Context: an optimization exercise on an open-source flow, tuned for small area. The choices shown serve that exercise and are no tape-out recipe.
The RTL was checked by simulation tests, not by an equivalence proof against the original design.
No run shown here takes its clock network from TritonCTS; it comes from the design's own scripts or RTL.
The clock port is modelled as an ideal driver, which makes a skipped or thinned clock tree look cheaper than it is; a real chip needs a root buffer or a tree.
Power is estimated from default activity; no workload was simulated.

File: flow/config.mk
export PLATFORM = sky130hd
export DESIGN_NAME = sev_seg_dis
export DESIGN_NICKNAME = sev_seg_dis
export VERILOG_FILES = /design/flow/design.v
export SDC_FILE = /design/flow/constraint.sdc
export NUM_CORES = 4
export LEC_CHECK = 0
export CAP_MARGIN = 20
export CORE_MARGIN = 2
export CORE_UTILIZATION = 40
export CTS_BUF_LIST = sky130_fd_sc_hd__clkbuf_8
export SLEW_MARGIN = 20
File: flow/constraint.sdc
create_clock -name core_clock -period 15.0 [get_ports {clk}]
set_input_delay 3.0000 -clock core_clock [delete_from_list [all_inputs] [get_ports {clk}]]
set_output_delay 3.0000 -clock core_clock [all_outputs]
set_load 0.01 [all_outputs]
File: flow/design.v
`timescale 1ns / 1ps
module sev_seg_dis(
    input rst,
    input btnU,
    input btnC,
    input btnD,
    input clk,
    input btnL,
    input btnR,
    output reg [6:0] seg,
    output [3:0] an,
    output [15:0] led
    );
    reg [4:0] seg_0, seg_1, seg_2, seg_3;
    reg [6:0] cp;
    reg [8:0] q;
    reg       f;
    reg       fe;
    reg [9:0] ml;
    reg [3:0] r;
    reg [3:0] e;
    reg [3:0] v0, v1, v2, v3;
    reg [1:0] ds;
    reg [1:0] sn;
    reg [3:0] prev;
    wire [6:0] c = cp ^ {&cp[5:0], &cp[4:0], &cp[3:0], &cp[2:0], &cp[1:0], cp[0], 1'b1};
    wire [1:0] s = c[6:5];
    wire       kclr = f | ds[1];
    wire [8:0] qi = q ^ {&q[7:0], &q[6:0], &q[5:0], &q[4:0], &q[3:0], &q[2:0], &q[1:0], q[0], 1'b1};
    wire [8:0] k = kclr ? 9'd0 : qi;
    wire eU = btnU & ~prev[0];
    wire eD = btnD & ~prev[1];
    wire eL = btnL & ~prev[2];
    wire eR = btnR & ~prev[3];
    wire clr = btnC | rst;
    wire [4:0] s3b = clr ? 5'd1 : seg_3;
    wire [2:0] p = s3b[2:0];
    reg  [2:0] pn;
    always @(*) begin
        pn = p;
        if (eU) begin
            case (p)
                3'd1: pn = 3'd0;
                3'd2: pn = 3'd1;
                3'd3: pn = 3'd0;
                3'd4: pn = 3'd3;
                default: ;
            endcase
        end else if (eD) begin
            case (p)
                3'd0: pn = 3'd1;
                3'd1: pn = 3'd2;
                3'd3: pn = 3'd4;
                3'd4: pn = 3'd2;
                default: ;
            endcase
        end else if (eL) begin
            case (p)
                3'd0: pn = 3'd3;
                3'd1: pn = 3'd4;
                3'd2: pn = 3'd4;
                default: ;
            endcase
        end else if (eR) begin
            case (p)
                3'd3: pn = 3'd1;
                3'd4: pn = 3'd1;
                default: ;
            endcase
        end
    end
    wire [4:0] s3n = s3b[4] ? s3b : {2'b00, pn};
    wire [3:0] s0b = clr ? 4'd15 : seg_0[3:0];
    wire [3:0] s1b = clr ? 4'd15 : seg_1[3:0];
    wire [3:0] s2b = clr ? 4'd15 : seg_2[3:0];
    reg [3:0] rmd;
    always @(*) begin
        case (c[4:0])
            5'd0: rmd = 4'd10;
            5'd1: rmd = 4'd10;
            5'd2: rmd = 4'd10;
            5'd3: rmd = 4'd10;
            5'd4: rmd = 4'd10;
            5'd5: rmd = 4'd10;
            5'd6: rmd = 4'd10;
            5'd7: rmd = 4'd10;
            5'd8: rmd = 4'd10;
            5'd9: rmd = 4'd10;
            5'd10: rmd = 4'd10;
            5'd11: rmd = 4'd10;
            5'd12: rmd = 4'd10;
            5'd13: rmd = 4'd10;
            5'd14: rmd = 4'd10;
            5'd15: rmd = 4'd10;
            5'd16: rmd = 4'd1;
            5'd17: rmd = 4'd8;
            5'd18: rmd = 4'd15;
            5'd19: rmd = 4'd6;
            5'd20: rmd = 4'd13;
            5'd21: rmd = 4'd4;
            5'd22: rmd = 4'd11;
            5'd23: rmd = 4'd2;
            5'd24: rmd = 4'd9;
            5'd25: rmd = 4'd0;
            5'd26: rmd = 4'd7;
            5'd27: rmd = 4'd14;
            5'd28: rmd = 4'd5;
            5'd29: rmd = 4'd12;
            5'd30: rmd = 4'd3;
            5'd31: rmd = 4'd10;
            default: rmd = 4'd0;
        endcase
    end
    wire [3:0] g = {fe ^ s[1], ~s[1] | (fe & ~c[0]), ~fe & ~s[1], s[0]};
    wire ea_1s = e[0] ^ c[4] ^ ml[8];
    wire ea_1c = (e[0] & c[4]) | (e[0] & ml[8]) | (c[4] & ml[8]);
    wire ea_2s = e[1] ^ c[4] ^ ml[8];
    wire ea_2c = (e[1] & c[4]) | (e[1] & ml[8]) | (c[4] & ml[8]);
    wire ea_3s = ea_1c ^ ea_2s;
    wire ea_3c = ea_1c & ea_2s;
    wire ea_4s = e[2] ^ c[4] ^ ea_2c;
    wire ea_4c = (e[2] & c[4]) | (e[2] & ea_2c) | (c[4] & ea_2c);
    wire ea_5s = ea_3c ^ ea_4s;
    wire ea_5c = ea_3c & ea_4s;
    wire ea_6s = e[3] ^ ea_4c ^ ea_5c;
    wire [3:0] en = {ea_6s, ea_5s, ea_3s, ea_1s};
    wire xa_1s = r[0] ^ s0b[0] ^ s1b[0];
    wire xa_1c = (r[0] & s0b[0]) | (r[0] & s1b[0]) | (s0b[0] & s1b[0]);
    wire xa_2s = 1'b1 ^ xa_1s;
    wire xa_2c = 1'b1 & xa_1s;
    wire xa_3s = r[1] ^ s0b[1] ^ s1b[1];
    wire xa_3c = (r[1] & s0b[1]) | (r[1] & s1b[1]) | (s0b[1] & s1b[1]);
    wire xa_4s = xa_1c ^ xa_2c ^ xa_3s;
    wire xa_4c = (xa_1c & xa_2c) | (xa_1c & xa_3s) | (xa_2c & xa_3s);
    wire xa_5s = r[2] ^ s0b[2] ^ s1b[2];
    wire xa_5c = (r[2] & s0b[2]) | (r[2] & s1b[2]) | (s0b[2] & s1b[2]);
    wire xa_6s = xa_3c ^ xa_4c ^ xa_5s;
    wire xa_6c = (xa_3c & xa_4c) | (xa_3c & xa_5s) | (xa_4c & xa_5s);
    wire xa_7s = r[3] ^ s0b[3] ^ s1b[3];
    wire xa_8s = xa_5c ^ xa_6c ^ xa_7s;
    wire [3:0] x = {xa_8s, xa_6s, xa_4s, xa_2s};
    wire na_1s = btnU ^ btnD ^ btnL;
    wire na_1c = (btnU & btnD) | (btnU & btnL) | (btnD & btnL);
    wire na_2s = btnR ^ na_1s;
    wire na_2c = btnR & na_1s;
    wire na_3s = na_1c ^ na_2c;
    wire na_3c = na_1c & na_2c;
    wire [2:0] nb = {na_3c, na_3s, na_2s};
    wire ra_1s = (en[0] & x[0]) ^ (r[0] & g[0]) ^ (rmd[0] & nb[0]);
    wire ra_1c = ((en[0] & x[0]) & (r[0] & g[0])) | ((en[0] & x[0]) & (rmd[0] & nb[0])) | ((r[0] & g[0]) & (rmd[0] & nb[0]));
    wire ra_2s = c[2] ^ c[0] ^ (s[0] & c[0]);
    wire ra_2c = (c[2] & c[0]) | (c[2] & (s[0] & c[0])) | (c[0] & (s[0] & c[0]));
    wire ra_3s = s2b[0] ^ s3n[0] ^ 1'b1;
    wire ra_3c = (s2b[0] & s3n[0]) | (s2b[0] & 1'b1) | (s3n[0] & 1'b1);
    wire ra_4s = ra_1s ^ ra_2s ^ ra_3s;
    wire ra_4c = (ra_1s & ra_2s) | (ra_1s & ra_3s) | (ra_2s & ra_3s);
    wire ra_5s = (en[0] & x[1]) ^ (en[1] & x[0]) ^ (r[0] & g[1]);
    wire ra_5c = ((en[0] & x[1]) & (en[1] & x[0])) | ((en[0] & x[1]) & (r[0] & g[1])) | ((en[1] & x[0]) & (r[0] & g[1]));
    wire ra_6s = (r[1] & g[0]) ^ (rmd[0] & nb[1]) ^ (rmd[1] & nb[0]);
    wire ra_6c = ((r[1] & g[0]) & (rmd[0] & nb[1])) | ((r[1] & g[0]) & (rmd[1] & nb[0])) | ((rmd[0] & nb[1]) & (rmd[1] & nb[0]));
    wire ra_7s = c[3] ^ c[1] ^ (s[0] & c[1]);
    wire ra_7c = (c[3] & c[1]) | (c[3] & (s[0] & c[1])) | (c[1] & (s[0] & c[1]));
    wire ra_8s = (s[1] & c[0]) ^ s2b[1] ^ s3n[1];
    wire ra_8c = ((s[1] & c[0]) & s2b[1]) | ((s[1] & c[0]) & s3n[1]) | (s2b[1] & s3n[1]);
    wire ra_9s = ra_1c ^ ra_2c ^ ra_3c;
    wire ra_9c = (ra_1c & ra_2c) | (ra_1c & ra_3c) | (ra_2c & ra_3c);
    wire ra_10s = ra_4c ^ 1'b1 ^ ra_5s;
    wire ra_10c = (ra_4c & 1'b1) | (ra_4c & ra_5s) | (1'b1 & ra_5s);
    wire ra_11s = ra_6s ^ ra_7s ^ ra_8s;
    wire ra_11c = (ra_6s & ra_7s) | (ra_6s & ra_8s) | (ra_7s & ra_8s);
    wire ra_12s = ra_9s ^ ra_10s ^ ra_11s;
    wire ra_12c = (ra_9s & ra_10s) | (ra_9s & ra_11s) | (ra_10s & ra_11s);
    wire ra_13s = (en[0] & x[2]) ^ (en[1] & x[1]) ^ (en[2] & x[0]);
    wire ra_13c = ((en[0] & x[2]) & (en[1] & x[1])) | ((en[0] & x[2]) & (en[2] & x[0])) | ((en[1] & x[1]) & (en[2] & x[0]));
    wire ra_14s = (r[0] & g[2]) ^ (r[1] & g[1]) ^ (r[2] & g[0]);
    wire ra_14c = ((r[0] & g[2]) & (r[1] & g[1])) | ((r[0] & g[2]) & (r[2] & g[0])) | ((r[1] & g[1]) & (r[2] & g[0]));
    wire ra_15s = (rmd[0] & nb[2]) ^ (rmd[1] & nb[1]) ^ (rmd[2] & nb[0]);
    wire ra_15c = ((rmd[0] & nb[2]) & (rmd[1] & nb[1])) | ((rmd[0] & nb[2]) & (rmd[2] & nb[0])) | ((rmd[1] & nb[1]) & (rmd[2] & nb[0]));
    wire ra_16s = c[4] ^ c[2] ^ (s[0] & c[2]);
    wire ra_16c = (c[4] & c[2]) | (c[4] & (s[0] & c[2])) | (c[2] & (s[0] & c[2]));
    wire ra_17s = (s[1] & c[1]) ^ s2b[2] ^ s3n[2];
    wire ra_17c = ((s[1] & c[1]) & s2b[2]) | ((s[1] & c[1]) & s3n[2]) | (s2b[2] & s3n[2]);
    wire ra_18s = ra_5c ^ ra_6c ^ ra_7c;
    wire ra_18c = (ra_5c & ra_6c) | (ra_5c & ra_7c) | (ra_6c & ra_7c);
    wire ra_19s = ra_8c ^ ra_9c ^ ra_10c;
    wire ra_19c = (ra_8c & ra_9c) | (ra_8c & ra_10c) | (ra_9c & ra_10c);
    wire ra_20s = ra_11c ^ ra_12c ^ 1'b1;
    wire ra_20c = (ra_11c & ra_12c) | (ra_11c & 1'b1) | (ra_12c & 1'b1);
    wire ra_21s = ra_13s ^ ra_14s ^ ra_15s;
    wire ra_21c = (ra_13s & ra_14s) | (ra_13s & ra_15s) | (ra_14s & ra_15s);
    wire ra_22s = ra_16s ^ ra_17s ^ ra_18s;
    wire ra_22c = (ra_16s & ra_17s) | (ra_16s & ra_18s) | (ra_17s & ra_18s);
    wire ra_23s = ra_19s ^ ra_20s ^ ra_21s;
    wire ra_23c = (ra_19s & ra_20s) | (ra_19s & ra_21s) | (ra_20s & ra_21s);
    wire ra_24s = ra_22s ^ ra_23s;
    wire ra_24c = ra_22s & ra_23s;
    wire ra_25s = (en[0] & x[3]) ^ (en[1] & x[2]) ^ (en[2] & x[1]);
    wire ra_26s = (en[3] & x[0]) ^ (r[0] & g[3]) ^ (r[1] & g[2]);
    wire ra_27s = (r[2] & g[1]) ^ (r[3] & g[0]) ^ (rmd[1] & nb[2]);
    wire ra_28s = (rmd[2] & nb[1]) ^ (rmd[3] & nb[0]) ^ c[5];
    wire ra_29s = c[3] ^ (s[1] & c[2]) ^ s2b[3];
    wire ra_30s = s3n[3] ^ ra_13c ^ ra_14c;
    wire ra_31s = ra_15c ^ ra_16c ^ ra_17c;
    wire ra_32s = ra_18c ^ ra_19c ^ ra_20c;
    wire ra_33s = ra_21c ^ ra_22c ^ ra_23c;
    wire ra_34s = ra_24c ^ ra_25s ^ ra_26s;
    wire ra_35s = ra_27s ^ ra_28s ^ ra_29s;
    wire ra_36s = ra_30s ^ ra_31s ^ ra_32s;
    wire ra_37s = ra_33s ^ ra_34s ^ ra_35s;
    wire ra_38s = ra_36s ^ ra_37s;
    wire [3:0] rn = {ra_38s, ra_24s, ra_12s, ra_4s};
    wire ds3 = ds == 2'd3;
    wire low = v3 == 4'd0 && v2 == 4'd0 && v0[2:0] == 3'd4;
    wire sc7  = ds3 ? &v3[2:0] : low && v1 == 4'd0;
    wire sc17 = !ds3 && low && v1 == 4'd1;
    wire sc27 = !ds3 && low && v1 == 4'd2;
    reg  mt;
    always @(*) begin
        case (sn)
            2'd0: mt = ml[9:8] == 2'b11 && !ml[0];
            2'd1: mt = ml[9:8] == 2'b10 &&  ml[0];
            2'd2: mt = ml[9:8] == 2'b01 &&  ml[0];
            default: mt = ml[9:8] == 2'b01 && !ml[0];
        endcase
    end
    wire ev = !clr && (&ml[7:1]) && mt;
    wire [9:0] mli = ml ^ {&ml[8:0], &ml[7:0], &ml[6:0], &ml[5:0], &ml[4:0], &ml[3:0], &ml[2:0], &ml[1:0], ml[0], 1'b1};
    reg hit;
    always @(*) begin
        case (pn)
            3'd0: hit = seg_2 == 5'd0 || seg_2 == 5'd5 || seg_2 == 5'd6 || seg_2 == 5'd10 || seg_2 == 5'd15;
            3'd1: hit = seg_2 == 5'd1 || seg_2 == 5'd6 || seg_2 == 5'd7 || seg_2 == 5'd13 || seg_2 == 5'd14 || seg_2 == 5'd15;
            3'd2: hit = seg_2 == 5'd2 || seg_2 == 5'd5 || seg_2 == 5'd7 || seg_2 == 5'd11 || seg_2 == 5'd12 || seg_2 == 5'd15;
            3'd3: hit = seg_2 == 5'd3 || seg_2 == 5'd8 || seg_2 == 5'd9 || seg_2 == 5'd11 || seg_2 == 5'd13;
            3'd4: hit = seg_2 == 5'd4 || seg_2 == 5'd8 || seg_2 == 5'd10 || seg_2 == 5'd12 || seg_2 == 5'd14;
            default: hit = 1'b0;
        endcase
    end
    wire lose = (hit && !s3b[4]) || ds == 2'd1;
    wire n0 = v0[3] & v0[0];
    wire n1 = v1[3] & v1[0];
    wire n2 = v2[3] & v2[0];
    wire wrap = v3[3] & v2[0] & n1 & v0[0];
    wire i1 = n0;
    wire i2 = n0 & n1;
    wire i3 = n0 & n1 & n2;
    wire [3:0] v0i = wrap ? 4'd0 : {(v0[3] & ~v0[0]) | (v0[2] & v0[1] & v0[0]), v0[2] ^ (v0[1] & v0[0]), (v0[1] ^ v0[0]) & ~v0[3], ~v0[0]};
    wire [3:0] v1i = wrap ? 4'd0 : !i1 ? v1 : {(v1[3] & ~v1[0]) | (v1[2] & v1[1] & v1[0]), v1[2] ^ (v1[1] & v1[0]), (v1[1] ^ v1[0]) & ~v1[3], ~v1[0]};
    wire [3:0] v2i = wrap ? 4'd0 : !i2 ? v2 : {(v2[3] & ~v2[0]) | (v2[2] & v2[1] & v2[0]), v2[2] ^ (v2[1] & v2[0]), (v2[1] ^ v2[0]) & ~v2[3], ~v2[0]};
    wire [3:0] v3i = wrap ? 4'd0 : !i3 ? v3 : v3 + 4'd1;
    wire [1:0] sp = cp[6:5];
    wire jr0 = fe & ~|c;
    wire [4:0] dsel = jr0 ? 5'd0 :
                      sp == 2'd0 ? seg_0 :
                      sp == 2'd1 ? seg_1 :
                      sp == 2'd2 ? seg_2 : seg_3;
    always @(*) begin
        case (dsel)
            0:  seg = 7'b1111110;
            1:  seg = 7'b0111111;
            2:  seg = 7'b1110111;
            3:  seg = 7'b1011111;
            4:  seg = 7'b1101111;
            5:  seg = 7'b1110110;
            6:  seg = 7'b0111110;
            7:  seg = 7'b0110111;
            8:  seg = 7'b1001111;
            9:  seg = 7'b1011110;
            10: seg = 7'b1001110;
            11: seg = 7'b1000111;
            12: seg = 7'b1100111;
            13: seg = 7'b0011111;
            14: seg = 7'b0101111;
            15: seg = 7'b0110110;
            16: seg = 7'b1000111;
            17: seg = 7'b1000000;
            18: seg = 7'b0010010;
            19: seg = 7'b0000110;
            20: seg = 7'b1000000;
            21: seg = 7'b1111001;
            22: seg = 7'b0100100;
            23: seg = 7'b0110000;
            24: seg = 7'b0011001;
            25: seg = 7'b0010010;
            26: seg = 7'b0000010;
            27: seg = 7'b1111000;
            28: seg = 7'b0000000;
            29: seg = 7'b0011000;
            default: seg = 7'b1111111;
        endcase
    end
    assign an = {s != 2'd3, s != 2'd2, s != 2'd1, s != 2'd0};
    wire [3:0] lk = q[8:5];
    wire [7:0] l;
    assign l[0] = lk == 4'd0 || lk == 4'd14 || lk == 4'd15;
    assign l[1] = lk == 4'd0 || lk == 4'd1 || lk == 4'd13;
    assign l[2] = lk == 4'd0 || lk == 4'd2 || lk == 4'd12;
    assign l[3] = lk == 4'd0 || lk == 4'd3 || lk == 4'd11;
    assign l[4] = lk == 4'd0 || lk == 4'd4 || lk == 4'd10;
    assign l[5] = lk == 4'd0 || lk == 4'd5 || lk == 4'd9;
    assign l[6] = lk == 4'd0 || lk == 4'd6 || lk == 4'd8;
    assign l[7] = lk == 4'd0 || lk == 4'd7;
    assign led = {l[0], l[1], l[2], l[3], l[4], l[5], l[6], l[7],
                  l[7], l[6], l[5], l[4], l[3], l[2], l[1], l[0]};
    always @(posedge clk) begin
        if (rst) begin
            seg_3 <= 5'd1;
            cp <= 7'd127;
            fe <= 1'b1;
            ml <= 10'd0;
            r <= 4'd0;
            e <= 4'd1;
            prev <= 4'd0;
        end else begin
            seg_3 <= s3n;
            cp <= c;
            fe <= fe & ~(c[6] & c[0]);
            ml[0] <= btnC | (~ev & mli[0]);
            r <= rn;
            e <= en;
            prev[0] <= btnU;
            prev[1] <= btnD & (prev[1] | ~eU);
            prev[2] <= btnL & (prev[2] | ~(eU | eD));
            prev[3] <= btnR & (prev[3] | ~(eU | eD | eL));
        end
        q <= {k[8:6] | {3{rst}}, k[5:0]};
        f <= clr;
        ml[9:1] <= (clr | ev) ? 9'd0 : mli[9:1];
        seg_0 <= {seg_0[4] | clr, s0b};
        seg_1 <= {seg_1[4] | clr, s1b};
        seg_2 <= {seg_2[4] | clr, s2b};
        sn <= clr ? 2'd0 : sc7 ? 2'd1 : sc17 ? 2'd2 : sc27 ? 2'd3 : sn;
        if (clr) begin
            v3 <= 4'd8; v2 <= 4'd1; v1 <= 4'd8; v0 <= 4'd9;
            ds <= 2'd0;
        end else if (ev) begin
            if (lose) begin
                seg_3 <= 5'd16;
                seg_2 <= 5'd17;
                seg_1 <= 5'd18;
                seg_0 <= 5'd19;
                ds <= ds + 2'd1;
            end else if (ds == 2'd2) begin
                seg_0 <= {1'b1, v0[3] ^ v0[2], ~v0[2], v0[1:0]};
                seg_1 <= {1'b1, v1[3] ^ v1[2], ~v1[2], v1[1:0]};
                seg_2 <= {1'b1, v2[3] ^ v2[2], ~v2[2], v2[1:0]};
                seg_3 <= {1'b1, v3[3] ^ v3[2], ~v3[2], v3[1:0]};
                ds <= 2'd3;
            end else if (ds == 2'd0) begin
                seg_2 <= seg_1;
                seg_1 <= seg_0;
                seg_0 <= {1'b0, rn};
                v0 <= v0i; v1 <= v1i; v2 <= v2i; v3 <= v3i;
            end
        end
    end
endmodule
File: flow/flow/run.sh
#!/bin/bash
# Own layout flow: the standard flow, except that synthesis maps the logic
# for area (no full-adder extraction or Kogge-Stone carry chains, and an ABC
# script with &deepsyn and area-oriented mapping with extra effort). Registers are untouched, so
# they keep the standard synthesis's names and cell types. Port buffers are
# buf_1 cells, and the clock reaches the registers through one level of
# clkbuf_16 cells (cts_fix.tcl) instead of CTS's tree. Every tool's output
# goes to a log in this folder (orfs/logs/... and the *.log files here).
set -euo pipefail
W=$(pwd)
F=$W/flow

# synthesis body: ORFS's synth.tcl with the two changes above
python3 - "$FLOW_HOME/scripts/synth.tcl" "$W/synth_body.tcl" "$F/abc_area.script" <<'PY'
import sys
src, dst, scr = sys.argv[1:4]
t = open(src).read()
a = '"-extra-map $::env(FLOW_HOME)/platforms/common/lcu_kogge_stone.v"'
assert t.count(a) == 1
t = t.replace(a, '""')
a = "if {\n  [env_var_exists_and_non_empty ADDER_MAP_FILE] &&"
assert t.count(a) == 1
t = t.replace(a, "if {\n  0 && [env_var_exists_and_non_empty ADDER_MAP_FILE] &&")
a = "  log_cmd abc {*}$abc_args\n"
assert t.count(a) == 1
t = t.replace(a, "  set abc_args [lreplace $abc_args 1 1 {%s}]\n" % scr + a)
open(dst, "w").write(t)
PY
sed "s#source \$::env(SCRIPTS_DIR)/synth.tcl#source {$W/synth_body.tcl}#" synth_recipe.tcl > my_synth.tcl
grep -q "synth_body.tcl" my_synth.tcl
sed "s#SYNTH_SCRIPT=[^ ]*#SYNTH_SCRIPT=$W/my_synth.tcl#" standard.sh > my_standard.sh
grep -q "SYNTH_SCRIPT=$W/my_synth.tcl" my_standard.sh

# layout up to clock tree synthesis, then a one-level clock tree in place of
# CTS's (cts_fix.tcl), then the rest of the standard flow
bash my_standard.sh BUFFER_PORTS_ARGS="-buffer_cell sky130_fd_sc_hd__buf_1" cts > flow_make_cts.log 2>&1
R=$W/orfs/results/$FLOW_PLATFORM/sev_seg_dis/base
cp "$R/4_cts.odb" "$W/4_cts_ctstool.odb"
IN="$W/4_cts_ctstool.odb" OUT="$R/4_cts.odb" NBUF=3 NX=3 \
  BUFCELL=sky130_fd_sc_hd__clkbuf_16 CLKNET=clk \
  LIB="$FLOW_HOME/platforms/$FLOW_PLATFORM/lib/sky130_fd_sc_hd__tt_025C_1v80.lib" \
  openroad -no_init -exit "$F/cts_fix.tcl" > cts_fix.log 2>&1
touch "$R/4_cts.odb"
bash my_standard.sh BUFFER_PORTS_ARGS="-buffer_cell sky130_fd_sc_hd__buf_1" finish > flow_make.log 2>&1
File: flow/flow/abc_area.script
strash
&get -n
&st
&deepsyn -J 20 -T 200
&dch -f
&nf -a -p -C 32 -F 8 -A 4 -R 1000
&put
File: flow/flow/cts_fix.tcl
# Rebuilds the clock tree that CTS built as a single level: the clock port
# drives NBUF clock buffers (BUFCELL), each driving the flip-flops of one of
# NX columns by NBUF/NX rows of the core. CTS's buffers and dummy loads are
# removed. Reads $IN, writes $OUT.
read_liberty $::env(LIB)
read_db $::env(IN)
set db [ord::get_db]
set block [ord::get_db_block]
set nbuf $::env(NBUF)
set master [$db findMaster $::env(BUFCELL)]
set clk [$block findNet $::env(CLKNET)]

# the CTS buffers: everything reached from the clock net through buffers
set bufs {}
set sinks {}
set nets [list $clk]
set seen [dict create]
while {[llength $nets]} {
  set n [lindex $nets 0]
  set nets [lrange $nets 1 end]
  foreach it [$n getITerms] {
    set inst [$it getInst]
    set m [[$inst getMaster] getName]
    if {[$it isOutputSignal]} { continue }
    set drives 0
    foreach o [$inst getITerms] {
      if {[$o isOutputSignal] && [$o getNet] != "NULL"} { set drives 1 }
    }
    set name [$inst getName]
    if {!$drives && ![string match "*df*" $m]} {
      # CTS's dummy loads: cells on the clock whose output drives nothing
      if {![dict exists $seen $name]} { dict set seen $name 1; lappend bufs $inst }
      continue
    }
    if {[string match "*clkbuf*" $m] || [string match "sky130_fd_sc_hd__buf_*" $m]} {
      if {[dict exists $seen $name]} { continue }
      dict set seen $name 1
      lappend bufs $inst
      foreach o [$inst getITerms] {
        if {[$o isOutputSignal] && [$o getNet] != "NULL"} { lappend nets [$o getNet] }
      }
    } else {
      lappend sinks $it
    }
  }
}
puts "cts_fix: [llength $bufs] buffers, [llength $sinks] sinks"

# sinks sorted by x, split into nbuf strips
set xs {}
foreach it $sinks {
  set inst [$it getInst]
  set loc [$inst getLocation]
  lappend xs [list [lindex $loc 0] [lindex $loc 1] $it]
}
set xs [lsort -integer -index 0 $xs]

# remove the old tree
foreach inst $bufs {
  foreach it [$inst getITerms] {
    set n [$it getNet]
    if {$n != "NULL" && $n != $clk} {
      foreach s [$n getITerms] { $s disconnect }
      odb::dbNet_destroy $n
    }
  }
  odb::dbInst_destroy $inst
}

set nx $::env(NX)
set ny [expr {$nbuf / $nx}]
set groups {}
set percol [expr {int(ceil(double([llength $xs]) / $nx))}]
for {set i 0} {$i < $nx} {incr i} {
  set col [lsort -integer -index 1 [lrange $xs [expr {$i * $percol}] [expr {($i + 1) * $percol - 1}]]]
  set perrow [expr {int(ceil(double([llength $col]) / $ny))}]
  for {set j 0} {$j < $ny} {incr j} {
    lappend groups [lrange $col [expr {$j * $perrow}] [expr {($j + 1) * $perrow - 1}]]
  }
}
for {set b 0} {$b < $nbuf} {incr b} {
  set group [lindex $groups $b]
  if {![llength $group]} { continue }
  set sx 0; set sy 0
  foreach g $group { incr sx [lindex $g 0]; incr sy [lindex $g 1] }
  set cx [expr {$sx / [llength $group]}]
  set cy [expr {$sy / [llength $group]}]
  set inst [odb::dbInst_create $block $master "clkfix_buf_$b"]
  $inst setLocation $cx $cy
  $inst setPlacementStatus PLACED
  set net [odb::dbNet_create $block "clkfix_net_$b"]
  $net setSigType CLOCK
  [$inst findITerm A] connect $clk
  [$inst findITerm X] connect $net
  foreach g $group { [lindex $g 2] connect $net }
  puts "cts_fix: buffer $b at $cx $cy drives [llength $group] sinks"
  foreach g $group { set ii [[lindex $g 2] getInst]; if {![string match "*df*" [[$ii getMaster] getName]]} { puts "cts_fix: non-flop sink [$ii getName] [[$ii getMaster] getName]" } }
}
detailed_placement
check_placement
write_db $::env(OUT)
File: flow/standard.sh
#!/bin/bash
# synth_recipe.tcl (not shown) runs the flow's synth.tcl, then flattens the netlist and writes it again
# the make line also repeats each setting of config.mk as NAME=value (left out here)
make -C /OpenROAD-flow-scripts/flow DESIGN_CONFIG=/design/flow/config.mk WORK_HOME=/design/flow/orfs CLKGATE_MAP_FILE= SYNTH_SCRIPT=/design/flow/synth_recipe.tcl "${@:-finish}"
==> results of run 1 <==
==> state kept, by name, summed over array words and instances (netlist names) <==
signal	count
seg_3	5
f	1
v3	4
seg_0	5
v0	4
v1	4
r	4
ds	2
seg_1	5
sn	2
e	4
v2	4
ml	10
cp	7
seg_2	5
fe	1
prev	4
q	9
==> cell families (layout without fill, tap and decap cells) <==
kind of cell	count (synthesis)	after routing
adders and majority gates	12	12
xor gates and xnor gates	80	80
AOI/OAI and AO/OA	191	191
muxes	6	6
DFF	80	80
and+or+nand+nor	279	279
buffers and inverters	27	58
==> synthesized netlist by cell type, drive strengths merged, types with 2 or more instances <==
cell and count:
a21boi 2, clkinv 19, nor2b 11, o221ai 3, a221oi 2, a21oi 64
a2111oi 2, nand4 5, nor3 19, nor3b 5, a21o 4, a311oi 2
o31ai 5, o22a 2, o211ai 10, o311ai 2, buf 8, nor2 88
a211oi 5, nor4 6, or3 4, and2 9, o32ai 2, o21ai 48
maj3 12, nand2 68, xnor2 60, dfxtp 80, mux2i 4, nand2b 24
o22ai 17, xor2 20, or2 6, nand3 19, o21a 4, a31oi 11
and3 10
==> final cells by class <==
cell class / instances / share of cell area, %
multi-input combinational: 568 / 61.5
sequential: 80 / 29.2
tap: 172 / 3.93
timing repair buffer: 36 / 2.67
buffer: 3 / 1.37
inverter: 19 / 1.30
==> through the flow <==
step	hold slack, ns	power [mW]	worst slack [ns]	utilization (%)	instances
after floorplan	0.434	0.886	7.29	-	675
after global placement	0.444	1.03	7.16	43.2	875
after detailed placement	0.469	1.04	6.94	43.2	875
after CTS	0.490	1.23	7.34	45.0	891
after global routing	0.541	1.25	6.52	43.8	878
final	0.497	1.15	7.08	43.8	878
==> power by group through the flow <==
stage	logic [mW]	clock network [mW]	registers (mW)
CTS	0.787	0.186	0.256
finish	0.795	0.0951	0.257
global placement	0.769	0	0.260
floorplan	0.633	0	0.253
global route	0.888	0.106	0.260
detailed placement	0.778	0	0.261
==> how the worst min path moves through the flow <==
| stage | start | endpoint | slack (ns) | cells past startpoint |
|---|---|---|---|---|
| 5_1_grt | seg_2[4] | seg_2[4] | 0.54 | 1 |
| 2_1_floorplan | q[0] | q[0] | 0.43 | 1 |
| 3_3_place_gp | q[0] | q[0] | 0.44 | 1 |
| 4_1_cts | q[0] | q[0] | 0.49 | 1 |
| 3_5_place_dp | q[0] | q[0] | 0.47 | 1 |
| 6_report | q[0] | q[0] | 0.50 | 1 |
==> metal layers <==
metal | GRT usage, % | vias to the layer above | routed length [µm]
met2 | 35.5 | 115 | 6410
met5 | 0 | - | 0
met1 | 26.5 | 2316 | 6200
li1 | - | 2477 | -
met4 | 4.86 | 0 | 187
met3 | 2.06 | 15 | 449
==> worst max-delay path, stage by stage <==
cell and delay (ns):
sky130_fd_sc_hd__buf_1 0.32, sky130_fd_sc_hd__nor2_1 0.25, sky130_fd_sc_hd__clkinv_1 0.55, sky130_fd_sc_hd__a21oi_1 0.41
sky130_fd_sc_hd__o21ai_0 0.16, sky130_fd_sc_hd__xor2_1 0.18, sky130_fd_sc_hd__xnor2_1 0.16, sky130_fd_sc_hd__nand2b_1 0.19
sky130_fd_sc_hd__o21ai_0 0.13, sky130_fd_sc_hd__nor2b_1 0.24, sky130_fd_sc_hd__xor2_1 0.20, sky130_fd_sc_hd__and2_0 0.25
sky130_fd_sc_hd__nor2_1 0.12, sky130_fd_sc_hd__maj3_1 0.39, sky130_fd_sc_hd__xnor2_1 0.25, sky130_fd_sc_hd__xnor2_1 0.17
sky130_fd_sc_hd__nor2_1 0.10, sky130_fd_sc_hd__o211ai_1 0.18, sky130_fd_sc_hd__o21ai_0 0.14, sky130_fd_sc_hd__xnor2_1 0.16
sky130_fd_sc_hd__xnor2_1 0.28, sky130_fd_sc_hd__o221ai_1 0.14
==> reports/results.txt, run 1 <==
The count of cells along the worst register-to-register path works out to 21. In the synthesized netlist the dominant register cell turns out to be sky130_fd_sc_hd__dfxtp_1. The vias per cell is 5.61, and the storage element area is 1600 µm². The logs give 5 for the detailed-routing iteration count for the pre-antenna-repair pass and 1 for the total number of yosys warnings.

Ranked by total cell area, the synthesized netlist is headed by sky130_fd_sc_hd__dfxtp_1, sky130_fd_sc_hd__xnor2_1, sky130_fd_sc_hd__nor2_1. The capturing element of the worst setup path was seg_0[3]. The count of instances resized after the clock tree is built was 0; the sum of routed wire length over all layers was 13.2 mm. In this run the worst setup path begins at rst. The worst min-delay path category is register to register. The main combinational cell family by area after synthesis was simple AND/OR/NAND/NOR gates. The most common cell after layout, fill and taps aside is sky130_fd_sc_hd__nor2_1. After synthesis, flip-flops and latches occupy 31.4% of the total area. STA classifies the critical path endpoint as a register. The average size of a mapped cell works out to 7.56 µm². Path type of the worst setup path: input pin to register. Summed over all nets, the switching power comes to 0.539 mW.

The worst setup path is launched from an input pin. Once the clock tree was built, the setup fixing pass inserted 0 buffers. Setup slack on the worst reg-to-reg path comes out at 9.75 ns.

Along the worst path, the maximum fanout reaches 20. The die is 117 µm wide. The insertion delay of the later-clocked pin in the worst-skew pair is 0.17 ns. Number of clock sinks: 80.

The synthesized netlist devotes 26.0% of its cell area to simple gates. Counting flops and latches in the post-synthesis netlist gives 80. The fraction of synthesized area in multiplexers was 1.45%.

The area of the mapped netlist is 5100 µm². The via count of the first global-routing pass came out at 4,607. The first global-routing pass estimated 22.3 mm of wire. In the final design database the tool counted 715 nets.

The post-detailed-route wirelength per cell came out at 15.1 µm. Worst-margin pin slew: 1.06 ns. The logs give 5410 µm² for the post-placement cell area and 7.97 ns for the data arrival at the endpoint of the critical path. The switching part of the total is 47.0%, and the cell leakage power is 1.81 nW. Headroom to the max-slew limit came out at 28.5%. The overall via count from detail_route came out at 4,923.

For the part of the total power dissipated in the clock network, the log shows 8.3%. Setup repair after global routing left no endpoint under its margin. Routability-driven placement finished with a final weighted congestion of 0.933. The most area-hungry cell type in the Yosys netlist is sky130_fd_sc_hd__dfxtp_1. In this run the power density over the cells is 209 nW/µm².

After filler insertion, the fill cell instance count of the layout stands at 1,288. The global-route total usage across every layer is 20.1%, and the detailed placer's ending HPWL is 10.1 mm. The async set or reset register ratio after synthesis was 0%; the maximum ir drop on the vdd rail was 207 µV. After Yosys synthesis, XOR and XNOR cells account for 13.7% of the synthesized area.

For this block, the initial DRC count from the detailed router was 441. Entering global routing, the biggest net connects 28 pins. Max-cap violations in this run came to 0. The share of synthesized area in the top cell type comes to 31.4%. The worst register-to-register path begins at cp[0]. The post-synthesis share of cell area spent on full adders, half adders and majority gates was 2.36%. Setup violations remaining at the end of the flow were counted as 0.

The total area inside the core boundary comes to 12,500 µm². Cell internal power was estimated by the tool at 0.608 mW. After clock tree synthesis, the flow added hold-fix buffers numbering 0. The highest attainable clock frequency was 126 MHz; the part of the power in combinational logic was 69.3%. The tools report the share of power burned in registers as 22.4%.

The number of hold violations in the final report was 0; the count of pins on the block boundary was 34. The max-slew violation total from the final report came out at 0. For this configuration, the core starts out at a cell density of 40.7%. The run gives 0 as the diode insertion count for antenna repair. In the layout the commonest cells are sky130_fd_sc_hd__nor2_1, sky130_fd_sc_hd__dfxtp_1, sky130_fd_sc_hd__nand2_1.

The run gives 0 ns as the setup TNS after final layout. For the overall overflow remaining after global route, the log shows 0. In this run the critical register-to-register path is captured at seg_0[3]. In the routed design, unresolved DRC markers number 0. The final period utilization was 52.8%; the final clock skew was 0.0146 ns.

In this run, synthesis inferred 0 flip-flops with an integrated enable. In this run the remaining antenna-violating nets after routing total 0. The critical path required time is 15.05 ns. The run finished with no timing, DRC or antenna violations. The number of antenna violations at the first check in global routing is 0, and the clock-pin slew on the worst setup and hold paths is 0.11 ns.

After technology mapping, the gate count stands at 675. The area growth from synthesis to final layout was 7.51%. The synthesized-area fraction occupied by ao, oa, aoi and oai cells is 22.5%, and the multi-input logic area is 3370 µm².

Buffers placed on the I/O ports in this run total 33. In the final layout, the share of cells above drive strength 1 is 1.13%. In this run the core area contains 41 standard-cell rows. Synthesis produced a netlist with a net count of 682. The floorplan step defined a die boundary enclosing 13,700 µm². After routing the design area is 5480 µm². The final period demand of the worst path was 7.92 ns; the unique cell type count in the Yosys netlist was 50. Vertical extent of the die: 117 µm.
==> run 2, diff against run 1 <==
--- a/flow/flow/run.sh
+++ b/flow/flow/run.sh
@@ -37,5 +37,5 @@
 R=$W/orfs/results/$FLOW_PLATFORM/sev_seg_dis/base
 cp "$R/4_cts.odb" "$W/4_cts_ctstool.odb"
-IN="$W/4_cts_ctstool.odb" OUT="$R/4_cts.odb" NBUF=3 NX=3 \
+IN="$W/4_cts_ctstool.odb" OUT="$R/4_cts.odb" NBUF=4 NX=2 \
   BUFCELL=sky130_fd_sc_hd__clkbuf_16 CLKNET=clk \
   LIB="$FLOW_HOME/platforms/$FLOW_PLATFORM/lib/sky130_fd_sc_hd__tt_025C_1v80.lib" \
==> reports/results.txt, run 2 <==
For the max capacitance violation total, the log shows 0 (unchanged). The worst setup path is captured at a register. The diode insertion count for antenna repair came out at 0 (unchanged).

Yosys attributes the largest share of cell area to sky130_fd_sc_hd__dfxtp_1, sky130_fd_sc_hd__xnor2_1, sky130_fd_sc_hd__nor2_1. For the final worst-path setup slack, the log shows 7.05 ns (-0.0332 ns). The async set or reset register ratio after synthesis was 0% (unchanged); the top cell type's share of synthesized area was 31.4% (unchanged).

For the utilization after layout, the log shows 44.0% (+0.20 points). For the count of hold buffers inserted by post-cts repair, the log shows 0 (unchanged). The min-delay analysis places its worst path in the category register to register. The path type of the worst setup path was input pin to register.

The number of antenna violations at the first check in global routing came out at 0 (unchanged). Fill cell instance count of the final layout: 1,281 (-0.54%). The post-synthesis sequential area ratio was 31.4% (unchanged). The max-slew violation total from the final report was 0 (unchanged); the final period demand of the worst path was 7.95 ns (+0.0332 ns). The most area-hungry cell type in the Yosys netlist is sky130_fd_sc_hd__dfxtp_1.

The run gives 10.1 mm (unchanged) as the detailed placer's ending HPWL. The number of placement rows was 41 (unchanged). The average size of a mapped cell was 7.56 µm² (unchanged); the number of clock sinks was 80 (unchanged).

The logs give 20.3% (+0.20 points) for the global-route total usage across every layer and 682 (unchanged) for the post-synth net total. The via count of the first global-routing pass was 4,600 (-0.15%). Post-detailed-route wirelength per cell: 15.2 µm (+0.84%). Final clock skew: 0.0173 ns (+0.00277 ns). For this run, the leading register cell type out of synthesis is sky130_fd_sc_hd__dfxtp_1.

The highest attainable clock frequency was 126 MHz (-0.42%); the critical path required time was 15.04 ns (about the same). Register bit count reported by yosys: 80 (unchanged). The area of the core region is 12,500 µm² (unchanged), and the fraction of layout cells with a size suffix above 1 is 1.27% (+0.14 points). For the post-route cell area, the log shows 5510 µm² (+0.46%).

STA classifies the critical path startpoint as an input pin. Wire length of the first global-routing pass: 22.3 mm (+0.28%). The run gives 0 (unchanged) as the number of hold violations in the final report. The count of pins on the block boundary is 34 (unchanged).

For the area of the mapped netlist, the log shows 5100 µm² (unchanged). The antenna violation net count after detailed routing is 0 (unchanged), and the multi-input logic area is 3370 µm² (unchanged). The flip-flop count of the largest register after layout works out to 10 (unchanged). The clock-pin slew on the worst setup and hold paths was 0.10 ns (about the same); the die area was 13,700 µm² (unchanged). The gate count of the mapped netlist was 675 (unchanged); the final period utilization was 53.0% (+0.22 points). The worst-margin pin slew came out at 1.05 ns (-0.00496 ns). Register containing the most flip-flops in the final layout: ml.

The power per unit of standard cell area is 211 nW/µm² (+0.64%), and the storage element area is 1600 µm² (unchanged). The top fanout value on the critical path is 21 (+5.0%), and the detailed-routing iteration count for the pre-antenna-repair pass is 6 (+1). Worst slack at placement: 6.94 ns (unchanged). Ranked by instance count, the synthesized netlist is headed by sky130_fd_sc_hd__nor2_1, sky130_fd_sc_hd__dfxtp_1, sky130_fd_sc_hd__nand2_1, sky130_fd_sc_hd__a21oi_1, sky130_fd_sc_hd__xnor2_1. The count of endpoints failing setup in the final report is 0 (unchanged), and the violation count after the first detailed-routing iteration is 384 (-13%). The cell with the most instances after synthesis is sky130_fd_sc_hd__nor2_1. The overall via count from detail_route was 4,939 (+0.33%); the total number of yosys warnings was 1 (unchanged).

The post-placement cell area was 5410 µm² (unchanged); the count of instances resized after the clock tree is built was 0 (unchanged). The number of input and output port buffers inserted is 33 (unchanged), and the maximum ir drop on the vdd rail is 198 µV (-4.4%). The net total in the final layout came out at 716 (+0.14%). The largest registers in the layout are ml x10, q x9, cp x7.

Setup TNS after final layout: 0 ns (unchanged). The library cells used most frequently in the layout, excluding fill and tap cells, are sky130_fd_sc_hd__nor2_1, sky130_fd_sc_hd__dfxtp_1, sky130_fd_sc_hd__nand2_1. The vias per cell was 5.62 (+0.21%); the data arrival at the endpoint of the critical path was 7.99 ns (+0.02 ns). The most common cell after layout, fill and taps aside is sky130_fd_sc_hd__nor2_1. The vertical extent of the die was 117 µm (unchanged); the effective utilization at floorplan was 40.7% (unchanged). The run finished with no timing, DRC or antenna violations. For the remaining design rule violation count, the log shows 0 (unchanged). Setup repair after global routing left no endpoint under its margin. The global placement routability congestion was 0.933 (unchanged); the buffer count from post-CTS setup fixing was 0 (unchanged).

Compared with the post-synthesis result, the final layout area differs by 8.00%. The maximum number of pins on one net before global-route repair was 22 (-21%). The width of the die works out to 117 µm (unchanged).

The relative slew slack was 28.8% (+0.34 points); the insertion delay of the later-clocked pin in the worst-skew pair was 0.16 ns (about the same). The sum of routed wire length over all layers was 13.4 mm (+0.95%); the unique cell type count in the Yosys netlist was 50 (unchanged). The number of flops mapped to enable cells by yosys is 0 (unchanged). The cell leakage power came out at 1.82 nW (+0.68%).

The overall overflow remaining after global route was 0 (unchanged).
==> run 2: cell families (layout without fill, tap and decap cells) <==
group | count (synthesis) | after routing | share of synthesized area (%)
AOI/OAI and AO/OA | 191 | 191 | 22.5
xor gates and xnor gates | 80 | 80 | 13.7
adders and majority gates | 12 | 12 | 2.36
buffers and inverters | 27 | 59 | 2.58
DFF | 80 | 80 | 31.4
muxes | 6 | 6 | 1.45
and+or+nand+nor | 279 | 279 | 26.0
==> run 2: power by group <==
part           switching [mW]  total, mW  internal [mW]
clock network          0.0593      0.108         0.0487
logic                   0.455      0.795          0.339
registers              0.0256      0.257          0.231
total                   0.540       1.16          0.619
==> run 2: final cells by class <==
| type | instances | share of cell area, % |
|---|---|---|
| Multi-Input combinational cell | 568 | 61.2 |
| Sequential cell | 80 | 29.1 |
| Buffer | 4 | 1.82 |
| Timing Repair Buffer | 36 | 2.66 |
| Inverter | 19 | 1.29 |
| Tap cell | 172 | 3.91 |
==> run 2: critical path, stage by stage <==
cell and delay, ns:
sky130_fd_sc_hd__buf_1 0.32, sky130_fd_sc_hd__nor2_1 0.25, sky130_fd_sc_hd__buf_4 0.28, sky130_fd_sc_hd__o21ai_0 0.12, sky130_fd_sc_hd__a21oi_1 0.16, sky130_fd_sc_hd__nand2_1 0.09, sky130_fd_sc_hd__o311ai_0 0.89, sky130_fd_sc_hd__mux2i_1 0.35
sky130_fd_sc_hd__xnor2_1 0.26, sky130_fd_sc_hd__maj3_1 0.40, sky130_fd_sc_hd__xor2_1 0.18, sky130_fd_sc_hd__xnor2_1 0.29, sky130_fd_sc_hd__xnor2_1 0.21, sky130_fd_sc_hd__xnor2_1 0.17, sky130_fd_sc_hd__nor2_1 0.10, sky130_fd_sc_hd__o211ai_1 0.18
sky130_fd_sc_hd__o21ai_0 0.14, sky130_fd_sc_hd__xnor2_1 0.16, sky130_fd_sc_hd__xnor2_1 0.28, sky130_fd_sc_hd__o221ai_1 0.15
==> run 2: final timing paths <==
kind | from | end | slack (ns) | depth (start not counted)
worst min-delay path | q[0] | q[0] | 0.49 | 1
worst max-delay path | rst | seg_0[3] | 7.05 | 20
worst max register to register | cp[0] | seg_0[3] | 9.75 | 21
worst min register to register | q[0] | q[0] | 0.49 | 1
==> run 2: per-layer routing <==
metal	vias up	track usage (%)	routed length [µm]
met5	-	0	0
met4	0	4.86	184
met3	14	2.83	451
met2	93	35.3	6410
met1	2347	26.8	6330
li1	2485	-	-
==> run 2: per-stage QoR <==
step	power [mW]	hold slack, ns	std cells
floorplan	0.886	0.434	675
global placement	1.03	0.444	875
detailed placement	1.04	0.469	875
CTS	1.23	0.490	891
global route	1.27	0.533	879
finish	1.16	0.492	879
==> run 3, diff against run 2 <==
--- a/flow/flow/run.sh
+++ b/flow/flow/run.sh
@@ -34,11 +34,11 @@
 # layout up to clock tree synthesis, then a one-level clock tree in place of
 # CTS's (cts_fix.tcl), then the rest of the standard flow
-bash my_standard.sh BUFFER_PORTS_ARGS="-buffer_cell sky130_fd_sc_hd__buf_1" cts > flow_make_cts.log 2>&1
+bash my_standard.sh GPL_KEEP_OVERFLOW=0 BUFFER_PORTS_ARGS="-buffer_cell sky130_fd_sc_hd__buf_1" cts > flow_make_cts.log 2>&1
 R=$W/orfs/results/$FLOW_PLATFORM/sev_seg_dis/base
 cp "$R/4_cts.odb" "$W/4_cts_ctstool.odb"
-IN="$W/4_cts_ctstool.odb" OUT="$R/4_cts.odb" NBUF=4 NX=2 \
+IN="$W/4_cts_ctstool.odb" OUT="$R/4_cts.odb" NBUF=3 NX=3 \
   BUFCELL=sky130_fd_sc_hd__clkbuf_16 CLKNET=clk \
   LIB="$FLOW_HOME/platforms/$FLOW_PLATFORM/lib/sky130_fd_sc_hd__tt_025C_1v80.lib" \
   openroad -no_init -exit "$F/cts_fix.tcl" > cts_fix.log 2>&1
 touch "$R/4_cts.odb"
-bash my_standard.sh BUFFER_PORTS_ARGS="-buffer_cell sky130_fd_sc_hd__buf_1" finish > flow_make.log 2>&1
+bash my_standard.sh GPL_KEEP_OVERFLOW=0 BUFFER_PORTS_ARGS="-buffer_cell sky130_fd_sc_hd__buf_1" finish > flow_make.log 2>&1
==> reports/results.txt, run 3 <==
The flip-flop count of the largest register after layout is 10 (unchanged), and the final period demand of the worst path is 8.81 ns (+0.858 ns). The average size of a mapped cell came out at 7.56 µm² (unchanged). The violation count after the first detailed-routing iteration was 445 (+16%); the antenna violation net count after detailed routing was 0 (unchanged).

The tools report the net total in the final layout as 713 (-0.42%). The global-route total usage across every layer was 19.7% (-0.60 points); the final clock skew was 0.00838 ns (-0.00895 ns). Count of cells along the worst register-to-register path: 20 (-4.8%). The final period utilization is 58.8% (+5.7 points), and the maximum ir drop on the vdd rail is 184 µV (-7.2%).

The final non-filler cell total is 876 (-0.34%), and the data arrival at the endpoint of the critical path is 8.86 ns (+0.87 ns). The sort of element at the end of the critical path was a register. The sum of routed wire length over all layers came out at 13.2 mm (-1.5%).

The worst hold path belongs to the class register to register. For the maximum number of pins on one net before global-route repair, the log shows 28 (+27%). By instance count, the leading cell after synthesis is sky130_fd_sc_hd__nor2_1. The unique cell type count in the Yosys netlist is 50 (unchanged). The clock-pin slew on the worst setup and hold paths works out to 0.10 ns (about the same).

The detailed placer's ending HPWL is 10.1 mm (-0.23%), and the width of the die is 117 µm (unchanged). Setup TNS after final layout: 0 ns (unchanged). Buffer count from post-CTS setup fixing: 0 (unchanged). The library cell used most frequently in the layout, excluding fill and tap cells, is sky130_fd_sc_hd__nor2_1. The top fanout value on the critical path works out to 22 (+4.8%).

The remaining design rule violation count was 0 (unchanged). The part of the power in combinational logic is 69.2% (+0.7 points). Number of stages on the worst hold path: 1 (unchanged).

The switching power of the nets was 0.524 mW (-2.9%). The worst setup path is launched from an input pin. The tools report the count of endpoints failing setup in the final report as 0 (unchanged).

The library cells used most frequently in the layout, excluding fill and tap cells, are sky130_fd_sc_hd__nor2_1, sky130_fd_sc_hd__dfxtp_1, sky130_fd_sc_hd__nand2_1. The power per unit of standard cell area was 207 nW/µm² (-1.7%). The largest registers in the layout are ml x10, q x9, cp x7. The die area came out at 13,700 µm² (unchanged).

The number of flops mapped to enable cells by yosys was 0 (unchanged). The tools report the critical path required time as 15.04 ns (about the same). Beginning of the worst register-to-register path: prev[0]. The fraction of layout cells with a size suffix above 1 is 0.994% (-0.28 points), and the number of placement rows is 41 (unchanged). The run gives 12,500 µm² (unchanged) as the area of the core region.

The vertical extent of the die works out to 117 µm (unchanged). The worst-margin pin slew is 0.930 ns (-0.125 ns). Met3 layer usage reported by global route: 2.11% (-0.72 points). The via count of the first global-routing pass is 4,405 (-4.2%).

Setup repair after global routing left no endpoint under its margin. The layer carrying the most global-route usage was met2. The worst-case register-to-register setup slack came out at 9.72 ns (-0.03 ns).

Part of the total power dissipated in the clock network: 8.1% (-1.2 points). The post-detailed-route wirelength per cell works out to 15.0 µm (-1.1%). The tools report the number of clock sinks as 80 (unchanged). The tools report the count of pins on the block boundary as 34 (unchanged). By count the netlist is led by sky130_fd_sc_hd__nor2_1, sky130_fd_sc_hd__dfxtp_1, sky130_fd_sc_hd__nand2_1, sky130_fd_sc_hd__a21oi_1, sky130_fd_sc_hd__xnor2_1. The top cell type's share of synthesized area works out to 31.4% (unchanged). The tools report the count of instances resized after the clock tree is built as 0 (unchanged). Register containing the most flip-flops in the final layout: ml. Prevailing post-synth register cell: sky130_fd_sc_hd__dfxtp_1. The most area-hungry cell type in the Yosys netlist is sky130_fd_sc_hd__dfxtp_1.

The async set or reset register ratio after synthesis is 0% (unchanged). The register bit count reported by yosys is 80 (unchanged). The run gives 37.9% (+9.1 points) as the relative slew slack. The global placement routability congestion came out at 0.923 (-1.2%).

The vias per cell is 5.62 (about the same), and the diode insertion count for antenna repair is 0 (unchanged). The logs give 873 (-0.23%) for the number of placed instances with taps included and 0 (unchanged) for the max-slew violation total from the final report. Ranked by total cell area, the synthesized netlist is headed by sky130_fd_sc_hd__dfxtp_1, sky130_fd_sc_hd__xnor2_1, sky130_fd_sc_hd__nor2_1.

The count of hold buffers inserted by post-cts repair is 0 (unchanged). The logs give 5 (-1) for the detailed-routing iteration count for the pre-antenna-repair pass and 0 (unchanged) for the overall overflow remaining after global route. The effective utilization at floorplan was 40.7% (unchanged); the post-synth net total was 682 (unchanged). The insertion delay of the later-clocked pin in the worst-skew pair came out at 0.17 ns (about the same).

The wire length of the first global-routing pass came out at 21.5 mm (-3.6%). The number of input and output port buffers inserted was 33 (unchanged). The run gives 0 (unchanged) as the max capacitance violation total.

The critical path in this run is classified as input pin to register. The share of power burned in registers came out at 22.7% (+0.6 points). The flow ran to the end and the layout has no timing, DRC or antenna violations. For the number of hold violations in the final report, the log shows 0 (unchanged). Gate count of the mapped netlist: 675 (unchanged). The worst register-to-register path ends at v2[1].

The total number of yosys warnings was 1 (unchanged). The beginning of the worst hold path was q[0]. The worst hold path terminates at q[0]. The logs give 34.1% (-1.1 points) for the global routing usage on met2 and 5100 µm² (unchanged) for the area of the mapped netlist. The number of antenna violations at the first check in global routing was 0 (unchanged); the switching part of the total was 46.3% (-0.27 points). Cell leakage power: 1.80 nW (-1.1%). For the met1 layer usage reported by global route, the log shows 26.3% (-0.50 points).

The area growth from synthesis to final layout is 7.21%. The total internal power came out at 0.608 mW (-1.9%). The logs give 31.4% (unchanged) for the post-synthesis sequential area ratio and 113 MHz (-9.7%) for the highest attainable clock frequency. Overall via count from detail_route: 4,921 (-0.36%).
[run 3: cell counts after synthesis]
No cell type changed its count.
[run 3: per-stage QoR]
| stage | cell area (µm²) | setup slack, ns | total power [mW] | util, % | hold WS, ns |
|---|---|---|---|---|---|
| 2_1_floorplan | 5100 | 7.29 | 0.886 | - | 0.434 |
| 3_3_place_gp | 5380 | 5.06 | 1.01 | 43.0 | 0.443 |
| 3_5_place_dp | 5390 | 6.16 | 1.03 | 43.1 | 0.462 |
| 4_1_cts | 5610 | 6.52 | 1.21 | 44.8 | 0.481 |
| 5_1_grt | 5470 | 5.63 | 1.23 | 43.7 | 0.503 |
| 6_report | 5470 | 6.19 | 1.13 | 43.7 | 0.484 |
[run 3: power groups by stage]
| stage | Combinational [mW] | Sequential, mW | Clock, mW |
|---|---|---|---|
| final | 0.783 | 0.257 | 0.0918 |
| after global routing | 0.868 | 0.260 | 0.103 |
| after CTS | 0.775 | 0.256 | 0.177 |
| after detailed placement | 0.766 | 0.261 | 0 |
| after global placement | 0.753 | 0.261 | 0 |
| after floorplan | 0.633 | 0.253 | 0 |
[run 3: worst max path at each step]
stage	start	to	slack [ns]
after floorplan	btnC	v2[1]	7.29
after global placement	rst	v3[3]	5.06
after detailed placement	rst	seg_0[3]	6.16
after CTS	rst	seg_0[3]	6.52
after global routing	rst	seg_0[3]	5.63
final	rst	seg_0[3]	6.19
[run 3: final cells by class]
type / count / area (µm²)
sequential: 80 / 1600
buffer: 3 / 75.1
timing repair buffer: 34 / 129
multi-input combinational: 568 / 3380
fill: 1287 / 7050
tap: 172 / 215
inverter: 19 / 71.3
[run 3: kinds of logic after synthesis]
kind of cell / count (synthesis) / share of synthesized area, %
AND/OR/NAND/NOR: 279 / 26.0
AO/OA/AOI/OAI: 191 / 22.5
XOR/XNOR: 80 / 13.7
buffers and inverters: 27 / 2.58
adder cells (fa/ha/maj): 12 / 2.36
multiplexers: 6 / 1.45
flip-flops: 80 / 31.4
[run 3: per-layer routing]
| metal | share of wire (%) | routed length [µm] | vias to the layer above |
|---|---|---|---|
| met5 | 0 | 0 | - |
| met4 | 2.0 | 263 | 0 |
| met3 | 4.2 | 551 | 15 |
| met2 | 47 | 6210 | 134 |
| met1 | 47 | 6150 | 2274 |
| li1 | - | - | 2498 |
[run 3: worst max-delay path, stage by stage]
cell                       delay (ns)
sky130_fd_sc_hd__buf_1           0.34
sky130_fd_sc_hd__nor2_2          0.80
sky130_fd_sc_hd__clkinv_1        0.84
sky130_fd_sc_hd__a21oi_1         0.43
sky130_fd_sc_hd__o21ai_0         0.16
sky130_fd_sc_hd__xor2_1          0.18
sky130_fd_sc_hd__xnor2_1         0.16
sky130_fd_sc_hd__nand2b_1        0.19
sky130_fd_sc_hd__o21ai_0         0.14
sky130_fd_sc_hd__nor2b_1         0.23
sky130_fd_sc_hd__xor2_1          0.20
sky130_fd_sc_hd__and2_0          0.27
sky130_fd_sc_hd__nor2_1          0.11
sky130_fd_sc_hd__maj3_1          0.40
sky130_fd_sc_hd__xnor2_1         0.26
sky130_fd_sc_hd__xnor2_1         0.18
sky130_fd_sc_hd__nor2_1          0.10
sky130_fd_sc_hd__o211ai_1        0.17
sky130_fd_sc_hd__o21ai_0         0.12
sky130_fd_sc_hd__xnor2_1         0.15
sky130_fd_sc_hd__xnor2_1         0.25
sky130_fd_sc_hd__o221ai_1        0.15
==> run 4, diff against run 3 <==
--- a/flow/flow/run.sh
+++ b/flow/flow/run.sh
@@ -5,5 +5,6 @@
 # they keep the standard synthesis's names and cell types. Port buffers are
 # buf_1 cells, and the clock reaches the registers through one level of
-# clkbuf_16 cells (cts_fix.tcl) instead of CTS's tree. Every tool's output
+# clkbuf_16 cells (cts_fix.tcl) instead of CTS's tree. Timing-driven global
+# placement keeps none of its trial resizing (GPL_KEEP_OVERFLOW=0). Every tool's output
 # goes to a log in this folder (orfs/logs/... and the *.log files here).
 set -euo pipefail
==> reports/results.txt, run 4 <==
Highest attainable clock frequency: 113 MHz (unchanged). The kind of cell with the highest combined delay along the critical path is simple AND/OR/NAND/NOR gates. The met1 layer usage reported by global route was 26.3% (unchanged); the vias per cell was 5.62 (unchanged). The final period utilization was 58.8% (unchanged). The power per unit of standard cell area was 207 nW/µm² (unchanged). The final non-filler cell total was 876 (unchanged); the register bit count reported by yosys was 80 (unchanged). The run gives 13.2 mm (unchanged) as the sum of routed wire length over all layers. The maximum ir drop on the vdd rail was 184 µV (unchanged).

The violation count after the first detailed-routing iteration was 445 (unchanged); the unique cell type count in the Yosys netlist was 50 (unchanged). The overall via count from detail_route is 4,921 (unchanged). Average size of a mapped cell: 7.56 µm² (unchanged). Ranked by total cell area, the synthesized netlist is headed by sky130_fd_sc_hd__dfxtp_1, sky130_fd_sc_hd__xnor2_1, sky130_fd_sc_hd__nor2_1. The setup TNS after final layout was 0 ns (unchanged). The combined buffer and inverter count along the critical path was 2 (unchanged).

The area of the core region is 12,500 µm² (unchanged), and the die area is 13,700 µm² (unchanged). The vertical extent of the die was 117 µm (unchanged). Path type of the worst setup path: input pin to register. The total number of yosys warnings came out at 1 (unchanged). The tools report the buffer count from post-CTS setup fixing as 0 (unchanged). For the number of placement rows, the log shows 41 (unchanged). For the global routing usage on met2, the log shows 34.1% (unchanged). The number of antenna violations at the first check in global routing was 0 (unchanged). For the detailed-routing iteration count for the pre-antenna-repair pass, the log shows 5 (unchanged).

The tools report the count of hold buffers inserted by post-cts repair as 0 (unchanged). The post-synth net total came out at 682 (unchanged). The final clock skew was 0.00838 ns (unchanged). The width of the die is 117 µm (unchanged).

The met3 layer usage reported by global route was 2.11% (unchanged); the wire length of the first global-routing pass was 21.5 mm (unchanged). The cell leakage power was 1.80 nW (unchanged); the worst-case register-to-register setup slack was 9.72 ns (about the same). The run gives 40.7% (unchanged) as the effective utilization at floorplan. The flip-flop count of the largest register after layout is 10 (unchanged), and the antenna violation net count after detailed routing is 0 (unchanged). For the utilization after layout, the log shows 43.7% (unchanged). The async set or reset register ratio after synthesis was 0% (unchanged).

The worst hold path belongs to the class register to register. The logs give 34 (unchanged) for the count of pins on the block boundary and 675 (unchanged) for the gate count of the mapped netlist. Max-slew violation total from the final report: 0 (unchanged). The tools report the number of hold violations in the final report as 0 (unchanged).

The top cell type's share of synthesized area is 31.4% (unchanged). The clock-pin slew on the worst setup and hold paths was 0.10 ns (about the same). Cell with the largest stage delay on the worst path: sky130_fd_sc_hd__clkinv_1.

The detailed placer's ending HPWL was 10.1 mm (unchanged); the maximum number of pins on one net before global-route repair was 28 (unchanged). The tools report the critical path required time as 15.04 ns (about the same). Setup repair after global routing left no endpoint under its margin. The number of clock sinks is 80 (unchanged). The remaining design rule violation count came out at 0 (unchanged). The worst setup path is launched from an input pin. Relative slew slack: 37.9% (unchanged). The cell seen most often among critical-path stages was sky130_fd_sc_hd__xnor2_1.

The final period demand of the worst path came out at 8.81 ns (unchanged). The worst-margin pin slew was 0.930 ns (unchanged). The post-detailed-route wirelength per cell works out to 15.0 µm (unchanged). Count of endpoints failing setup in the final report: 0 (unchanged). Traced cell by cell, the critical path runs through buf_1 -> nor2_2 -> clkinv_1 -> a21oi_1 -> o21ai_0 -> xor2_1 -> xnor2_1 -> nand2b_1 -> o21ai_0 -> nor2b_1 -> xor2_1 -> and2_0 -> nor2_1 -> maj3_1 -> xnor2_1 -> xnor2_1 -> nor2_1 -> o211ai_1 -> o21ai_0 -> xnor2_1 -> xnor2_1 -> o221ai_1. The flow ran to the end and the layout has no timing, DRC or antenna violations. The area of the mapped netlist is 5100 µm² (unchanged), and the number of placed instances with taps included is 873 (unchanged). The max capacitance violation total came out at 0 (unchanged). In the synthesized netlist the dominant register cell turns out to be sky130_fd_sc_hd__dfxtp_1. The largest registers in the layout are ml x10, q x9, cp x7. The layer carrying the most global-route usage is met2. The insertion delay of the later-clocked pin in the worst-skew pair is 0.17 ns (about the same).

The area growth from synthesis to final layout was 7.21% (unchanged). The post-synthesis sequential area ratio was 31.4% (unchanged); the global placement routability congestion was 0.923 (unchanged). The sort of element at the end of the critical path is a register. The logs give 0 (unchanged) for the count of instances resized after the clock tree is built and 8.86 ns (about the same) for the data arrival at the endpoint of the critical path. The most common cell after layout, fill and taps aside is sky130_fd_sc_hd__nor2_1. The top fanout value on the critical path is 22 (unchanged). The number of flops mapped to enable cells by yosys came out at 0 (unchanged).

The global-route total usage across every layer was 19.7% (unchanged); the overall overflow remaining after global route was 0 (unchanged). For the post-route total power, the log shows 1.13 mW (unchanged). Most area-hungry cell type in the Yosys netlist: sky130_fd_sc_hd__dfxtp_1. In the layout the commonest cells are sky130_fd_sc_hd__nor2_1, sky130_fd_sc_hd__dfxtp_1, sky130_fd_sc_hd__nand2_1.

By count the netlist is led by sky130_fd_sc_hd__nor2_1, sky130_fd_sc_hd__dfxtp_1, sky130_fd_sc_hd__nand2_1, sky130_fd_sc_hd__a21oi_1, sky130_fd_sc_hd__xnor2_1. The diode insertion count for antenna repair came out at 0 (unchanged). The cell with the most instances after synthesis was sky130_fd_sc_hd__nor2_1.

The final worst-path setup slack was 6.19 ns (unchanged); the worst slack at placement was 6.16 ns (unchanged). Fraction of layout cells with a size suffix above 1: 0.994% (unchanged). Number of input and output port buffers inserted: 33 (unchanged). The net total in the final layout is 713 (unchanged).

More flip-flops sit in one register than any other, and that register is ml. For the via count of the first global-routing pass, the log shows 4,405 (unchanged). The stage delay of the slowest cell on the critical path came out at 0.84 ns (about the same).
-- run 4: cell counts after synthesis --
Identical to the previous run, type by type.
-- run 4: final timing paths --
kind | cells past startpoint | to | start
worst max-delay path | 22 | seg_0[3] | rst
worst min-delay path | 1 | q[0] | q[0]
worst max register to register | 20 | v2[1] | prev[0]
worst min register to register | 1 | q[0] | q[0]
-- run 4: cell families (layout without fill, tap and decap cells) --
kind of cell,Yosys count,count (layout),share of synthesized area [%]
xor+xnor,80,80,13.7
fa+ha+maj,12,12,2.36
flops,80,80,31.4
buf+inv,27,56,2.58
simple gates,279,279,26.0
compound gates,191,191,22.5
mux,6,6,1.45
-- run 4: layout make-up --
class | instances | area [µm²]
inverter | 19 | 71.3
buffer | 3 | 75.1
multi-input combinational | 568 | 3380
fill | 1287 | 7050
tap | 172 | 215
timing repair buffer | 34 | 129
sequential | 80 | 1600
-- run 4: per-layer routing --
layer / wire length (µm) / vias to the layer above
li1: - / 2498
met1: 6150 / 2274
met2: 6210 / 134
met3: 551 / 15
met4: 263 / 0
met5: 0 / -
-- run 4: through the flow --
step / hold WS [ns] / cell area (µm²)
floorplan: 0.434 / 5100
global placement: 0.443 / 5380
detailed placement: 0.462 / 5390
CTS: 0.481 / 5610
global route: 0.503 / 5470
finish: 0.484 / 5470
-- run 4: power by group --
group          switching, mW  leakage [nW]  internal, mW
Clock                 0.0548        0.0370        0.0370
Sequential            0.0259         0.653         0.231
Combinational          0.444          1.11         0.339
Total                  0.524          1.80         0.608

port drivers added, routing unchanged:
No port has a modelled driver above. Below, the same layouts with a new extraction and two added sets of constraints.
Step 1 sets driving cells, clkbuf_16 on the clock port and buf_2 on the other inputs (assumed; they add their load-dependent delay and slew).
Step 2, shift: input delay + t, output delay - t, t = (earliest + latest rising clock arrival at the registers) / 2. This alone moves slack from input paths to output paths.
Three values: ideal, step 1, step 2; two values: the first two.
| run | shift t [ns] | setup slack, ns | worst register clock-pin slew, ns |
|---|---|---|---|
| run 1 | 0.234 | 7.079 / 7.127 / 6.893 | 0.11 / 0.11 |
| run 2 | 0.234 | 7.046 / 7.108 / 6.874 | 0.10 / 0.10 |
| run 3 | 0.232 | 6.187 / 6.237 / 6.005 | 0.10 / 0.11 |
| run 4 | 0.232 | 6.187 / 6.237 / 6.005 | 0.10 / 0.11 |
After both steps every run listed still meets setup and hold. For run 1, which loses most, drivers alone change the setup slack by +0.048 ns; drivers and shift together by -0.186 ns.
